From an optimization exercise on the open Yosys and OpenROAD flow, aimed at small area and a short achievable clock period; shortcuts taken in it are not production practice. The RTL was checked by simulation tests, not by an equivalence proof against the original design. Power and IR drop assume default switching activity.

==> design.v <==
module regfile (
    input clk,
    input rst,
    input [3:0] read_reg1,
    input [3:0] read_reg2,
    input [3:0] write_reg,
    input [18:0] write_data,
    input reg_write,
    output [18:0] read_data1,
    output [18:0] read_data2
);
    reg [31:0] registers [15:0];
    integer i;
    assign read_data1 = registers[read_reg1];
    assign read_data2 = registers[read_reg2];
    always @(posedge clk or posedge rst) begin
        if (rst) begin
            for (i = 0; i < 16; i = i + 1) registers[i] <= 32'b0;
        end else if (reg_write) begin
            registers[write_reg] <= write_data;
        end
    end
endmodule
module alu (
    input [31:0] a,
    input [31:0] b,
    input [2:0] alu_ctrl,
    output reg [31:0] result,
    output reg zero
);
    always @(*) begin
        case (alu_ctrl)
            3'b000: result = a + b;
            3'b001: result = a - b;
            3'b010: result = a & b;
            3'b011: result = a | b;
            3'b100: result = a ^ b;
            default: result = 32'b0;
        endcase
        zero = (result == 32'b0);
    end
endmodule
module regalu (
    input clk,
    input rst,
    input [3:0] read_reg1,
    input [3:0] read_reg2,
    input [3:0] write_reg,
    input [2:0] alu_ctrl,
    input reg_write,
    input load,
    input [18:0] load_data,
    output [31:0] result,
    output zero
);
    wire [31:0] a, b;
    wire [18:0] wdata = load ? load_data : result[18:0];
    regfile rf (
        .clk(clk),
        .rst(rst),
        .read_reg1(read_reg1),
        .read_reg2(read_reg2),
        .write_reg(write_reg),
        .write_data(wdata),
        .reg_write(reg_write),
        .read_data1(a),
        .read_data2(b)
    );
    alu alu_inst (
        .a(a),
        .b(b),
        .alu_ctrl(alu_ctrl),
        .result(result),
        .zero(zero)
    );
endmodule
==> run.sh <==
#!/bin/bash
# synth_recipe.tcl (not shown) runs the flow's synth.tcl, then flattens the netlist and writes it again
# the make line also repeats each setting of config.mk as NAME=value (left out here)
make -C /OpenROAD-flow-scripts/flow DESIGN_CONFIG=/design/flow/config.mk WORK_HOME=/design/flow/orfs CLKGATE_MAP_FILE= SYNTH_SCRIPT=/design/flow/synth_recipe.tcl finish
==> config.mk <==
export PLATFORM = sky130hd
export DESIGN_NAME = regalu
export DESIGN_NICKNAME = regalu
export VERILOG_FILES = /design/flow/design.v
export SDC_FILE = /design/flow/constraint.sdc
export NUM_CORES = 4
export LEC_CHECK = 0
export CAP_MARGIN = 20
export CORE_MARGIN = 2
export CORE_UTILIZATION = 40
export SETUP_SLACK_MARGIN = 1.5
export SLEW_MARGIN = 20
==> constraint.sdc <==
create_clock -name core_clock -period 8.0 [get_ports {clk}]
set_input_delay 1.6000 -clock core_clock [delete_from_list [all_inputs] [get_ports {clk}]]
set_output_delay 1.6000 -clock core_clock [all_outputs]
set_load 0.01 [all_outputs]
==> metrics.md, run 1 <==
| Metric | Value |
|---|---|
| Status | `complete, no violations` |
| Initial Util | `0.406` |
| GPL Wtd Cong | `0.998` |
| Post-Synthesis Cell Area | `roughly 18,000 µm²` |
| Ys async rst share | `1.00` |
| Placed Area | `between 20,000 and 25,000 µm²` |
| Post-Syn Instances | `2,088` |
| Final count of negative-setup-slack endpoints | `0` |
| Clock-pin slew on the worst setup and hold paths | `0.06 ns` |
| Max-cap violations | `0` |
| DP Wirelength | `about 57 mm` |
| Period utilization | `0.936` |
| Crit path max-delay cell type | `or3_4` |
| PortBufs | `70` |
| Largest net degree at the start of global routing | `around 120` |
| Worst-skew pair later-pin latency | `about 0.6 ns` |
| Fmax | `134 MHz` |
| Count of final max-slew check failures | `0` |
| Share of layout cells above drive strength 1 | `0.325` |
| Worst R2R End | `rf.registers[14][14]` |
| Fin crit period | `7.49 ns` |
| Die X | `216 µm` |
| CP bufs+invs | `12` |
| Initial antenna violation count | `0` |
| Antenna diodes | `0` |
| Hold EP | `rf.registers[8][17]` |
| Flop and latch count out of synthesis | `about 300` |
| Skew final | `approximately 0.015 ns` |
| DRC | `0` |
| Endpoints failing hold | `0` |
| FF+latch area | `~7600 µm²` |
| Root Driver | `clkbuf_16` |
| Vias in the first global route | `~19,000` |
| CP top delay family | `buffers and inverters` |
| Total vias in the final route | `19,800` |
| Sinks on Clock Net | `approximately 300` |
| Power Total | `around 7.5 mW` |
| Final non-filler cell total | `3,133` |
| Total GRT Usage | `0.350` |
| Most used cell, CP | `buf_6` |
| Peak fanout along the critical path | `6` |
| DRT iter0 DRCs | `2,609` |
| Setup Crit Path Kind | `in2out` |
| CTS Buffer Depth | `3` |
| Vias per inst | `between 6 and 7` |
| Fillers | `3,828` |
| Rel. slew slack | `0.264` |
| First-pass GRT wire length | `about 120 mm` |
| R2R cell count | `23` |
| Beginning of the critical path | `read_reg2[1]` |
| Lkg Pwr | `11.3 nW` |
| Warnings from Yosys | `5` |
| Top reg by flops | `rf.registers` |
| # nets final | `around 2,600` |
| Net count after synthesis | `2,186` |
| Max incr delay on CP | `between 0.4 and 0.5 ns` |
| Top post-synthesis cells by area | `dfrtp_1 (42%), a22oi_1 (8.9%), o21ai_0 (8.5%), nand2_1 (7.5%), ha_1 (4.0%)` |
| Netlist cell types | `a little over 80` |
| Commonest non-fill, non-tap cell in the layout | `buf_4` |
| Maximum vdd ir drop | `around 0.14 mV` |
| Worst-Margin Slew | `roughly 1.1 ns` |
| Cell area after layout | `between 20,000 and 30,000 µm²` |
| First-pass DRT Iterations | `6` |
| DP Cell Count | `between 2,000 and 3,000` |
| Yosys top cell by area | `dfrtp_1` |
| Post-DR wirelength/cell | `~27 µm` |
| Sequential-to-total area share from yosys stat | `0.424` |
| Synth top area share | `0.424` |
| Power per cell area | `roughly 290 nW/µm²` |
| CP Capture Type | `output port` |
| Area Growth Syn to Fin | `43.1%` |
| CTS buffer count | `31` |
| Worst Path Arrival | `between 5 and 6 ns` |
| Post-synth EDFFs | `0` |
| Hold path cells | `2` |
| Biggest regs | `rf.registers (304)` |
| CTS H-tree depth | `1` |
| Most frequent cells in the layout | `buf_4 (390), nand2_1 (352), dfrtp_1 (304)` |
| ANT nets after route | `0` |
| Startpoint Class | `input port` |
| TritonCTS clock tree | `built` |
| I/O Pins | `between 70 and 80` |
| Cell row count | `slightly below 80` |
| Ys flop type | `dfrtp_1` |
| Grt total ovfl | `0` |
| Setup TNS | `0 ns` |
| CP Data Required Time | `around 6.4 ns` |
| R2r setup slk | `approximately 3.3 ns` |
| Area of the multi-input gates | `approximately 11,000 µm²` |
| Core Area | `~44,000 µm²` |
| Final wirelength | `between 80 and 90 mm` |
| HP Class | `reg2reg` |
| Max reg flops | `approximately 300` |
| Die area | `approximately 47,000 µm²` |
| RSZ-0062 raised after global routing | `true` |
| Min-delay src | `rf.registers[8][17]` |
| Die Ht | `216 µm` |
| Reg2reg start | `rf.registers[8][0]` |
| Post-Syn Area per Cell | `around 8.6 µm²` |
==> synthesized netlist by cell type, drive strengths merged, types with 7 or more instances <==
cell type,n
nand2,358
nor2b,16
o22a,38
clkbuf,144
nor3,26
o21ai,332
a22o,27
mux2i,24
inv,56
o31ai,9
nor4,9
nand3,40
or3,10
a221oi,29
dfrtp,304
ha,58
nor2,67
a211oi,10
o211ai,14
nand2b,16
a22oi,212
o2111ai,7
a31oi,11
a21o,10
buf,31
nand4,54
a21oi,80
or4,9
==> worst reg2reg max path: stages (launching register included) <==
cell	delay, ns
dfrtp_1	0.43
a22o_1	0.24
a221oi_2	0.18
nand3_1	0.10
o22a_2	0.28
inv_2	0.10
ha_4	0.13
inv_1	0.05
fa_2	0.39
buf_6	0.15
nand2b_4	0.06
a221oi_2	0.05
buf_4	0.16
o2111ai_4	0.25
buf_6	0.17
a21oi_1	0.08
a221o_1	0.34
o31a_1	0.15
buf_4	0.15
buf_6	0.11
buf_4	0.12
buf_4	0.13
mux2i_4	0.50
o21ai_0	0.23
==> routing by layer <==
layer  GRT usage  routed length [µm]  up-vias
li1            -                   -     8561
met1       0.439               32000     9521
met2       0.560               37600     1310
met3      0.0660                7390      425
met4       0.214                6190        0
met5           0                   0        -
==> what timing repair did <==
action                     in CTS  in global routing
resized for setup             396                 94
pin swaps                      98                 69
setup buffers                  86                 36
cloned                          1                  0
setup endpoints to repair      33                 32
hold buffers                    0                  0
==> final cells by class <==
class                   count  area share
multi-input cells        1552       0.421
flip-flops and latches    304       0.296
repair buffers            572       0.205
clock buffers              41      0.0340
well taps                 592      0.0289
inverters                  57     0.00848
clock inverters            15     0.00595
==> where the power goes <==
| group | switching (mW) | total [mW] | internal [mW] |
|---|---|---|---|
| sequential | 0.494 | 2.48 | 1.99 |
| clock | 0.650 | 1.48 | 0.834 |
| combinational | 1.80 | 3.49 | 1.69 |
| total | 2.94 | 7.46 | 4.51 |
==> metrics by stage <==
step | hold slack [ns] | util | setup slack [ns]
2_1_floorplan | 0.472 | - | 1.05
3_3_place_gp | 0.485 | 0.502 | -0.542
3_5_place_dp | 0.498 | 0.503 | -0.522
4_1_cts | 0.512 | 0.566 | 0.492
5_1_grt | 0.539 | 0.580 | 0.332
6_report | 0.512 | 0.580 | 0.512
==> kinds of logic after synthesis <==
group                    Yosys count  share of synthesized area
adder cells (fa/ha/maj)           60                     0.0427
flip-flops                       304                      0.424
AND/OR/NAND/NOR                  634                      0.161
AO/OA/AOI/OAI                    827                      0.300
buffers and inverters            232                     0.0535
multiplexers                      24                     0.0152
XOR/XNOR                           7                    0.00342
==> worst max path at each step <==
stage,end,slack [ns],depth (start not counted)
floorplan,zero,1.05,19
global placement,zero,-0.54,21
detailed placement,zero,-0.52,21
CTS,zero,0.49,22
global route,zero,0.33,21
finish,zero,0.51,27
==> run 2, diff against run 1 <==
==> design.v (replaced) <==
module regfile (
    input clk,
    input rst,
    input [3:0] read_reg1,
    input [3:0] read_reg2,
    input [3:0] write_reg,
    input [18:0] write_data,
    input reg_write,
    output [18:0] read_data1,
    output [18:0] read_data2
);
    reg [18:0] data [0:15];
    reg [15:0] valid;
    wire [15:0] we;
    wire [15:0] sel1, sel2;
    reg [18:0] rd1, rd2;
    integer j;
    genvar i;
    generate
        for (i = 0; i < 16; i = i + 1) begin : g
            assign we[i] = reg_write & (write_reg == i);
            assign sel1[i] = valid[i] & (read_reg1 == i);
            assign sel2[i] = valid[i] & (read_reg2 == i);
            always @(posedge clk)
                if (we[i]) data[i] <= write_data;
        end
    endgenerate
    always @(posedge clk or posedge rst)
        if (rst) valid <= 16'b0;
        else valid <= valid | we;
    always @(*) begin
        rd1 = 19'b0;
        rd2 = 19'b0;
        for (j = 0; j < 16; j = j + 1) begin
            rd1 = rd1 | ({19{sel1[j]}} & data[j]);
            rd2 = rd2 | ({19{sel2[j]}} & data[j]);
        end
    end
    assign read_data1 = rd1;
    assign read_data2 = rd2;
endmodule
module alu (
    input [18:0] a,
    input [18:0] b,
    input [2:0] alu_ctrl,
    output [31:0] result,
    output zero
);
    wire is_add = (alu_ctrl == 3'd0);
    wire is_sub = (alu_ctrl == 3'd1);
    wire is_and = (alu_ctrl == 3'd2);
    wire is_or  = (alu_ctrl == 3'd3);
    wire is_xor = (alu_ctrl == 3'd4);
    wire [18:0] ab_and = a & b;
    wire [18:0] ab_or  = a | b;
    wire [18:0] ab_xor = a ^ b;
    wire [19:0] sum  = {1'b0, a} + {1'b0, b};
    wire [19:0] diff = {1'b0, a} - {1'b0, b};
    wire [18:0] low = ({19{is_add}} & sum[18:0])
                    | ({19{is_sub}} & diff[18:0])
                    | ({19{is_and}} & ab_and)
                    | ({19{is_or}}  & ab_or)
                    | ({19{is_xor}} & ab_xor);
    wire bit19 = (is_add & sum[19]) | (is_sub & diff[19]);
    wire high  = is_sub & diff[19];
    assign result = {{12{high}}, bit19, low};
    assign zero = ((is_add | is_or) & ~|ab_or)
                | ((is_sub | is_xor) & ~|ab_xor)
                | (is_and & ~|ab_and)
                | (alu_ctrl[2] & (alu_ctrl[1] | alu_ctrl[0]));
endmodule
module regalu (
    input clk,
    input rst,
    input [3:0] read_reg1,
    input [3:0] read_reg2,
    input [3:0] write_reg,
    input [2:0] alu_ctrl,
    input reg_write,
    input load,
    input [18:0] load_data,
    output [31:0] result,
    output zero
);
    wire [18:0] a, b;
    wire [18:0] wdata = load ? load_data : result[18:0];
    regfile rf (
        .clk(clk),
        .rst(rst),
        .read_reg1(read_reg1),
        .read_reg2(read_reg2),
        .write_reg(write_reg),
        .write_data(wdata),
        .reg_write(reg_write),
        .read_data1(a),
        .read_data2(b)
    );
    alu alu_inst (
        .a(a),
        .b(b),
        .alu_ctrl(alu_ctrl),
        .result(result),
        .zero(zero)
    );
endmodule
==> run 2 against run 1 <==
Synthesized area is 5.3% lower. Cell count is 23% lower. Setup slack better by 0.48 ns. Die area is 5.2% lower. Critical path depth is 8 lower. Global-route usage is 3.7 points lower. Design area is 8.0% lower. First-iteration DRC count is 15% lower. Sequential cell count is 16 higher. Largest power group is now sequential cells. Highest routed layer unchanged.
==> metrics.md, run 2 <==
| Metric | Value |
|---|---|
| Max-cap violations | `0 (unchanged)` |
| First-pass DRT Iterations | `8 (+2)` |
| Vias per inst | `6.48 (+2.4%)` |
| CP bufs+invs | `4 (-8)` |
| Worst path cell trace | `buf_12 -> and2_4 -> and4_4 -> buf_12 -> a22oi_2 -> nand2_1 -> or4_4 -> ha_4 -> inv_2 -> fa_2 -> nand2b_4 -> a2111o_1 -> a31o_4 -> nor2_4 -> o311ai_4 -> mux2_4 -> o32a_1 -> o22ai_2 -> buf_2` |
| Cell row count | `75 (-2.6%)` |
| Worst R2R End | `rf.data[0][11]` |
| Crit path max-delay cell type | `or4_4` |
| Simple-gate area share of the yosys netlist | `0.124 (-0.0372)` |
| Die area | `44,100 µm² (-5.2%)` |
| CTS buffer count | `31 (unchanged)` |
| R2R cell count | `31 (+35%)` |
| Yosys top cell by area | `edfxtp_1` |
| PortBufs | `70 (unchanged)` |
| Post-Syn Instances | `1,494 (-28%)` |
| Biggest regs | `rf.data (304), rf.valid (16)` |
| Largest net degree at the start of global routing | `34 (-71%)` |
| Vias in the first global route | `15,000 (-23%)` |
| Share of layout cells above drive strength 1 | `0.414 (+0.0888)` |
| Root Driver | `clkbuf_16` |
| DRT iter0 DRCs | `2,218 (-15%)` |
| Post-DR wirelength/cell | `29.8 µm (+12%)` |
| CP top delay family | `compound AO/OA/AOI/OAI gates` |
| Period utilization | `0.876 (-0.0601)` |
| Final Hold Slack | `0.523 ns (+0.0109 ns)` |
| Beginning of the critical path | `read_reg2[0]` |
| Max reg flops | `304 (unchanged)` |
| Startpoint Class | `input port` |
| Flop and latch count out of synthesis | `320 (+5.3%)` |
| Worst-case setup margin in the final layout | `0.993 ns (+0.481 ns)` |
| Area Growth Syn to Fin | `39.1%` |
| Compound-gate portion of the synthesized area | `0.203 (-0.0970)` |
| Post-Syn Area per Cell | `11.4 µm² (+32%)` |
| Reg2reg start | `rf.valid[12]` |
| Top post-synthesis cells by area | `edfxtp_1 (54%), a22oi_1 (14%), ha_1 (4.4%), nand2_1 (4.1%), dfrtp_1 (2.4%)` |
| Initial antenna violation count | `0 (unchanged)` |
| Ys flop type | `edfxtp_1` |
| TritonCTS clock tree | `built` |
| Grt total ovfl | `0 (unchanged)` |
| GR Layer Usage met3 | `0.0653 (-0.000706)` |
| Post-synth EDFFs | `304 (+304)` |
| Adder-Cell Fraction of Synth Area | `0.0466 (+0.00388)` |
| Max incr delay on CP | `0.60 ns (+0.14 ns)` |
| CTS Buffer Depth | `3 (unchanged)` |
| Maximum vdd ir drop | `0.155 mV (+7.6%)` |
| Count of final max-slew check failures | `0 (unchanged)` |
| RSZ-0062 raised after global routing | `true` |
| Fin crit period | `7.01 ns (-0.481 ns)` |
| CTS Hold Bufs | `0 (unchanged)` |
| Post-Synthesis Cell Area | `17,000 µm² (-5.3%)` |
| Ys async rst share | `0.0500 (-0.950)` |
| Lkg Pwr | `9.16 nW (-19%)` |
| Most frequent cells in the layout | `edfxtp_1 (304), buf_4 (274), a22oi_1 (233)` |
| Worst-skew pair later-pin latency | `0.60 ns (about the same)` |
| Grt met1 use | `0.429 (-0.0100)` |
| Core Area | `41,900 µm² (-5.1%)` |
| Mux share of post-synthesis cell area | `0.0206 (+0.00543)` |
| DP Wirelength | `46.0 mm (-20%)` |
| Final non-filler cell total | `2,401 (-23%)` |
| Setup Crit Path Kind | `in2out` |
| Status | `complete, no violations` |
| Routing usage on met2 | `0.485 (-0.0749)` |
| Main combinational cell family by area after synthesis | `compound AO/OA/AOI/OAI gates` |
| Most used cell, CP | `buf_12` |
| Critical path depth | `19 (-30%)` |
| Fillers | `3,455 (-9.7%)` |
| Warnings from Yosys | `2 (-3)` |
| Commonest non-fill, non-tap cell in the layout | `edfxtp_1` |
| Synth cell count leaders | `a22oi_1 (309), edfxtp_1 (304), nand2_1 (185)` |
| GPL Wtd Cong | `0.985 (-1.3%)` |
| Setup TNS | `0 ns (unchanged)` |
| Post-Synth XOR/XNOR Area | `0.00258 (-0.000839)` |
| Net count after synthesis | `1,594 (-27%)` |
| Worst Path Arrival | `5.41 ns (-0.48 ns)` |
| Netlist cell types | `75 (-9.6%)` |
| Die X | `210 µm (-2.7%)` |
| HP Class | `reg2reg` |
| First-pass GRT wire length | `100 mm (-18%)` |
| Peak fanout along the critical path | `5 (-1)` |
| Final wirelength | `71.6 mm (-14%)` |
| Clock-pin slew on the worst setup and hold paths | `0.06 ns (about the same)` |
| Worst Setup EP | `result[12]` |
| DP Cell Count | `2,223 (-25%)` |
| CTS H-tree depth | `1 (unchanged)` |
| Endpoints failing hold | `0 (unchanged)` |
| Final count of negative-setup-slack endpoints | `0 (unchanged)` |
| ANT nets after route | `0 (unchanged)` |
| Die Ht | `210 µm (-2.7%)` |
| Worst slack, placed | `-0.505 ns (+0.0171 ns)` |
| Power Total | `5.06 mW (-32%)` |
| Top reg by flops | `rf.data` |
| Worst-Margin Slew | `0.702 ns (-0.400 ns)` |
| Sequential-to-total area share from yosys stat | `0.561 (+0.137)` |
| GRT Max-Usage Layer | `met2` |
| Skew final | `0.0333 ns (+0.0180 ns)` |
| CP Capture Type | `output port` |
| Rel. slew slack | `0.532 (+0.268)` |
| Total GRT Usage | `0.313 (-0.0371)` |
| # nets final | `1,938 (-26%)` |
| Count leader, synth | `a22oi_1` |
| Synth top area share | `0.538 (+0.114)` |
| Fmax | `143 MHz (+6.9%)` |
| Sinks on Clock Net | `320 (+5.3%)` |
| Initial Util | `0.405 (-0.000829)` |
| I/O Pins | `71 (unchanged)` |
| R2r setup slk | `2.10 ns (-1.21 ns)` |
| Total vias in the final route | `15,600 (-22%)` |
| Power per cell area | `214 nW/µm² (-26%)` |
| CP Data Required Time | `6.40 ns (about the same)` |
| DRC | `0 (unchanged)` |
## run 2: routing by layer
metal,wire [µm],vias up
met2,31700,1230
met1,27700,7561
li1,-,6507
met3,8870,255
met5,0,-
met4,3300,0
## run 2: kinds of logic after synthesis
family,count (synthesis)
xor gates and xnor gates,5
muxes,31
AOI/OAI and AO/OA,473
and+or+nand+nor,430
buffers and inverters,173
adders and majority gates,62
DFF,320
## run 2: through the flow
step / util / cell area, µm²
after floorplan: - / 17400
after global placement: 0.478 / 20100
after detailed placement: 0.478 / 20100
after CTS: 0.535 / 22500
after global routing: 0.563 / 23600
final: 0.563 / 23600
## run 2: cell type report
class,instances,area (µm²),area share
inverter,65,249,0.0105
multi-input combinational,1002,8380,0.355
clock buffer,37,798,0.0338
sequential,320,9530,0.404
timing repair buffer,418,3870,0.164
antenna,1,2.50,0.000106
tap,539,674,0.0286
clock inverter,19,113,0.00477
## run 2: worst min-delay path by stage
stage                      from           to  slack [ns]  cells past startpoint
finish              rf.valid[2]  rf.valid[2]        0.52                      1
global route        rf.valid[2]  rf.valid[2]        0.53                      1
CTS                 rf.valid[2]  rf.valid[2]        0.51                      1
detailed placement  rf.valid[2]  rf.valid[2]        0.48                      1
global placement    rf.valid[7]  rf.valid[7]        0.49                      1
floorplan           rf.valid[0]  rf.valid[0]        0.45                      1
## run 2: repair_timing
action                                  4_1_cts  5_1_grt
hold endpoints to repair                      0        0
endpoints found under the setup margin       33       48
buffers inserted                             65       51
resized for setup                           330      224
pin swaps                                    89       98
cloned                                        4        1
## run 2: power breakdown
| group | total (mW) | internal, mW | switching [mW] | leakage (nW) |
|---|---|---|---|---|
| Combinational | 1.71 | 0.786 | 0.923 | 5.78 |
| Clock | 1.36 | 0.736 | 0.628 | 0.443 |
| Sequential | 1.98 | 1.95 | 0.0312 | 2.93 |

[what the ideal ports hide]
The results above use ideal ports. As a check the final layouts listed here were re-extracted and re-timed, cells and wires unchanged.
Step 1, drivers: a clkbuf_16 drives clk and a buf_2 each remaining input, both assumed.
Step 2 also shifts input and output timing later by t, the mid clock arrival at the registers, as if the neighbouring blocks saw the same clock.
Three values: no drivers, after step 1, after step 2; two values: the first two.
run | t (ns) | slack for setup (ns) | latest minus earliest clock arrival (ns)
run 1 | 0.631 | 0.512 / 0.454 / 0.454 | 0.016 / 0.015
run 2 | 0.635 | 0.993 / 0.945 / 0.633 | 0.033 / 0.033
After both steps setup and hold are still met in every run listed. For run 2, which loses most, drivers alone change the setup slack by -0.048 ns; drivers and shift together by -0.360 ns.
